This design comes from an exercise in tuning for small area on the open sky130 flow, not from production work. In this exercise RTL edits were held to simulation tests only and were not proved equivalent to the original.

## MS
==> flow/design.v <==
module fullAdder(Sum,Cout,Cin,In1,In2);
   input wire In1,In2,Cin;
   output wire Sum,Cout;
   assign Cout = (In1&In2)|(In1&Cin)|(In2&Cin);
   assign Sum = In1^In2^Cin;
endmodule
module j_pbit (
  input      clk    ,
  input      s_hold ,
  input      s_shift,
  input      s_take ,
  input      shift_v,
  input      take_v ,
  output reg q
);
always @(posedge clk)
  q <= (s_hold & q) | (s_shift & shift_v) | (s_take & take_v);
endmodule
module j_pbit_top (
  input      clk    ,
  input      s_hold ,
  input      s_take ,
  input      take_v ,
  output reg q
);
always @(posedge clk)
  q <= (s_hold & q) | (s_take & take_v);
endmodule
module j_mac (
  input            clk     ,
  input            mac_en  ,
  input            take    ,  
  input            clr     ,  
  input            control1,
  input            acc_in  ,
  input      [8:0] t       ,  
  output     [7:0] p       ,  
  output reg       result
);
wire s_hold  = ~mac_en;
wire s_shift = mac_en & ~take;
wire s_take  = mac_en & take;
genvar b;
generate
  for (b = 0; b < 7; b = b + 1) begin: g_p
    j_pbit pb (.clk(clk), .s_hold(s_hold), .s_shift(s_shift), .s_take(s_take),
               .shift_v(p[b+1]), .take_v(t[b+1]), .q(p[b]));
  end
endgenerate
j_pbit_top pb7 (.clk(clk), .s_hold(s_hold), .s_take(s_take), .take_v(t[8]), .q(p[7]));
wire d   = take ? t[0] : p[0];
reg  c;
wire dd  = d ^ ~control1;
wire ci  = clr ? ~control1 : c;
always @(posedge clk) begin
  if (mac_en) c <= (acc_in & dd) | (acc_in & ci) | (dd & ci);
  result <= acc_in ^ dd ^ ci;
end
endmodule
module j_tbit0 (
  input  [3:0] act ,
  input  [3:0] pv  ,
  input        w   ,
  input        x   ,
  output       t   ,
  output       cout
);
wire a = w & x;
wire b = |(act & pv);
assign t    = a ^ b;
assign cout = a & b;
endmodule
module j_tbit (
  input  [3:0] act ,
  input  [3:0] pv  ,
  input        w   ,
  input        x   ,
  input        cin ,
  output       t   ,
  output       cout
);
wire a = w & x;
wire b = |(act & pv);
fullAdder fa (.Sum(t), .Cout(cout), .Cin(cin), .In1(a), .In2(b));
endmodule
module j_MX_cell (
  input            clk               ,
  input            reset             ,
  input      [7:0] dataflow_in       ,
  input      [2:0] dataflow_select   ,
  input            control1          ,
  input            update_w_i        ,
  input            w_default         ,
  input            ctl_valid         ,
  input      [3:0] clr_and_plus_one_i,
  input      [3:0] mac_en_i          ,
  input      [3:0] accumulation_in   ,
  output reg [7:0] dataflow_out      ,
  output reg [3:0] clr_and_plus_one_o,
  output reg [3:0] mac_en_o          ,
  output     [3:0] result
);
reg [7:0] shared_W;
reg [1:0] cnt;
always @(posedge clk) begin
  if (update_w_i) shared_W <= dataflow_in;
  clr_and_plus_one_o <= clr_and_plus_one_i;
  mac_en_o           <= mac_en_i;
end
always @(posedge clk) begin
  if (reset) begin
    cnt          <= 2'b10;
    dataflow_out <= 8'h00;
  end else begin
    if (ctl_valid & |clr_and_plus_one_i) cnt <= {cnt[0], ~cnt[1]};
    dataflow_out <= dataflow_in;
  end
end
wire       x    = dataflow_in[dataflow_select];
wire       nc   = ~|clr_and_plus_one_i;
wire [3:0] act;   
assign act[0] = nc & ~cnt[1] & ~cnt[0];
assign act[1] = nc & ~cnt[1] &  cnt[0];
assign act[2] = nc &  cnt[1] &  cnt[0];
assign act[3] = nc &  cnt[1] & ~cnt[0];
wire [3:0] take = clr_and_plus_one_i | act;
wire       xw = x & ~w_default;
wire       w0 = shared_W[0] | w_default;
wire [7:0] p0, p1, p2, p3;
wire [8:0] t;
wire [7:0] cy;
j_tbit0 tb0 (.act(act), .pv({p3[0], p2[0], p1[0], p0[0]}), .w(w0), .x(x), .t(t[0]), .cout(cy[0]));
genvar k;
generate
  for (k = 1; k < 8; k = k + 1) begin: g_t
    j_tbit tb (.act(act), .pv({p3[k], p2[k], p1[k], p0[k]}), .w(shared_W[k]), .x(xw), .cin(cy[k-1]), .t(t[k]), .cout(cy[k]));
  end
endgenerate
assign t[8] = cy[7];
j_mac mac0 (.clk(clk), .mac_en(mac_en_i[0]), .take(take[0]), .clr(clr_and_plus_one_i[0]), .control1(control1), .acc_in(accumulation_in[0]), .t(t), .p(p0), .result(result[0]));
j_mac mac1 (.clk(clk), .mac_en(mac_en_i[1]), .take(take[1]), .clr(clr_and_plus_one_i[1]), .control1(control1), .acc_in(accumulation_in[1]), .t(t), .p(p1), .result(result[1]));
j_mac mac2 (.clk(clk), .mac_en(mac_en_i[2]), .take(take[2]), .clr(clr_and_plus_one_i[2]), .control1(control1), .acc_in(accumulation_in[2]), .t(t), .p(p2), .result(result[2]));
j_mac mac3 (.clk(clk), .mac_en(mac_en_i[3]), .take(take[3]), .clr(clr_and_plus_one_i[3]), .control1(control1), .acc_in(accumulation_in[3]), .t(t), .p(p3), .result(result[3]));
endmodule
module j_systolic_array (
    input         clk             ,
    input         reset           ,
    input  [15:0] accumulation_in ,
    input  [15:0] clr_and_plus_one,
    input  [15:0] mac_en          ,
    input  [63:0] dataflow_in     ,
    input  [95:0] dataflow_select ,
    input  [ 7:0] update_w        ,
    input  [31:0] control1        ,
    output [15:0] result          ,
    output [15:0] result_en       ,
    output [15:0] result_start
);
localparam W = 8, H = 4;
reg [8:1] ctl_valid_q;
wire [8:0] ctl_valid = {ctl_valid_q, 1'b1};
always @(posedge clk) begin
  if (reset) ctl_valid_q <= 8'h00;
  else       ctl_valid_q <= ctl_valid[7:0];
end
reg [W-1:0] w_default;
always @(posedge clk) begin
  if (reset) w_default <= {W{1'b1}};
  else       w_default <= w_default & ~update_w;
end
wire [7:0] df_in  [W-1:0][H-1:0];
wire [7:0] df_out [W-1:0][H-1:0];
wire [3:0] clr_i  [W-1:0][H-1:0];
wire [3:0] clr_o  [W-1:0][H-1:0];
wire [3:0] en_i   [W-1:0][H-1:0];
wire [3:0] en_o   [W-1:0][H-1:0];
wire [3:0] acc_i  [W-1:0][H-1:0];
wire [3:0] res    [W-1:0][H-1:0];
genvar i, j;
generate
  for (j = 0; j < H; j = j + 1) begin: g_H
    for (i = 0; i < W; i = i + 1) begin: g_W
      if (j == 0) begin: g_j_eq_0
        assign df_in[i][0] = dataflow_in[8*i +: 8];
      end else begin: g_j_others
        assign df_in[i][j] = df_out[i][j-1];
      end
      if (i == 0) begin: g_i_eq_0
        assign acc_i[0][j] = accumulation_in [4*j +: 4];
        assign en_i [0][j] = mac_en          [4*j +: 4];
        assign clr_i[0][j] = clr_and_plus_one[4*j +: 4];
      end else begin: g_i_others
        assign acc_i[i][j] = res  [i-1][j];
        assign en_i [i][j] = en_o [i-1][j];
        assign clr_i[i][j] = clr_o[i-1][j];
      end
      if (i == W-1) begin: g_i_eq_W
        assign result      [4*j +: 4] = res  [i][j];
        assign result_en   [4*j +: 4] = en_o [i][j] & {4{ctl_valid[W]}};
        assign result_start[4*j +: 4] = clr_o[i][j] & {4{ctl_valid[W]}};
      end
      j_MX_cell i_j_MX_cell (
        .clk               (clk                                 ),
        .reset             (reset                               ),
        .dataflow_in       (df_in[i][j]                         ),
        .dataflow_select   (dataflow_select[3*(W*j+i) +: 3]     ),
        .control1          (control1[W*j+i]                     ),
        .update_w_i        (update_w[i]                         ),
        .w_default         (w_default[i]                        ),
        .ctl_valid         (ctl_valid[i]                        ),
        .clr_and_plus_one_i(clr_i[i][j]                         ),
        .mac_en_i          (en_i[i][j]                          ),
        .accumulation_in   (acc_i[i][j]                         ),
        .dataflow_out      (df_out[i][j]                        ),
        .clr_and_plus_one_o(clr_o[i][j]                         ),
        .mac_en_o          (en_o[i][j]                          ),
        .result            (res[i][j]                           )
      );
    end
  end
endgenerate
endmodule
Settings: LEC_CHECK=0, CAP_MARGIN=20, CORE_MARGIN=2, CORE_UTILIZATION=55, CTS_BUF_LIST=sky130_fd_sc_hd__clkbuf_16, CTS_CLUSTER_DIAMETER=60, CTS_CLUSTER_SIZE=20, PLACE_DENSITY=0.7, SLEW_MARGIN=20, SYNTH_HIERARCHICAL=1; clock period 6.0 ns.
standard.sh (not shown) runs the stock make flow with config.mk's settings and CLKGATE_MAP_FILE= SYNTH_SCRIPT=/design/flow/synth_recipe.tcl, a recipe that flattens the netlist after the stock synthesis.
==> flow/flow/run.sh <==
#!/bin/bash
# The standard layout (standard.sh) with two changes:
#  - port buffers are buf_1 cells instead of the flow's default pick;
#  - CTS uses clkbuf_8 clusters of at most 16 sinks within 50 um, and no
#    dummy loads.
# make's full output goes to flow_make.log; each ORFS step also keeps its own
# log under orfs/logs/.
set -uo pipefail
bash standard.sh \
  BUFFER_PORTS_ARGS="-buffer_cell sky130_fd_sc_hd__buf_1" \
  CTS_ARGS="-sink_clustering_enable -repair_clock_nets -buf_list sky130_fd_sc_hd__clkbuf_8 -sink_clustering_size 16 -sink_clustering_max_diameter 50 -dont_use_dummy_load" \
  finish > flow_make.log 2>&1
### MS -> AL
==> flow/run.sh (new file) <==
#!/bin/bash
# synth_recipe.tcl (not shown) runs the flow's synth.tcl, then flattens the netlist and writes it again
# the make line also repeats each setting of config.mk as NAME=value (left out here)
make -C /OpenROAD-flow-scripts/flow DESIGN_CONFIG=/design/flow/config.mk WORK_HOME=/design/flow/orfs CLKGATE_MAP_FILE= SYNTH_SCRIPT=/design/flow/synth_recipe.tcl finish
removed: flow/flow/run.sh
removed: flow/standard.sh
Findings:
Total non-filler cell area in the finished layout sits higher in AL than in MS. [AL] global-route track usage on met1 rose 0.15 points relative to MS. Compared with MS, in AL buffers plus inverters on the worst setup path went up 2, estimated wirelength of the detail-placed design went down 610 µm.

==> port drivers added, routing unchanged <==
Ports are ideal in the flow. The routed layouts listed here were re-timed in OpenROAD.
Step 1 assumes that a clkbuf_16 drives the clock port and a buf_2 every other input.
Step 2, shift: input delay + t, output delay - t, t = (earliest + latest rising clock arrival at the registers) / 2. This alone moves slack from input paths to output paths.
Slacks: no drivers / after step 1 / after step 2; pairs: no drivers / after step 1.
| run | t, ns | setup WS [ns] | worst setup path after step 2 | latest minus earliest clock arrival (ns) | worst register clock-pin slew, ns |
|---|---|---|---|---|---|
| MS | 0.995 | 0.524 / 0.524 / -0.355 | input to register | 0.119 / 0.118 | 0.10 / 0.10 |
| AL | 0.853 | 0.199 / 0.174 / -0.680 | input to register | 0.043 / 0.043 | 0.08 / 0.08 |
Met with ideal ports but missed after step 2: setup timing in MS and AL.
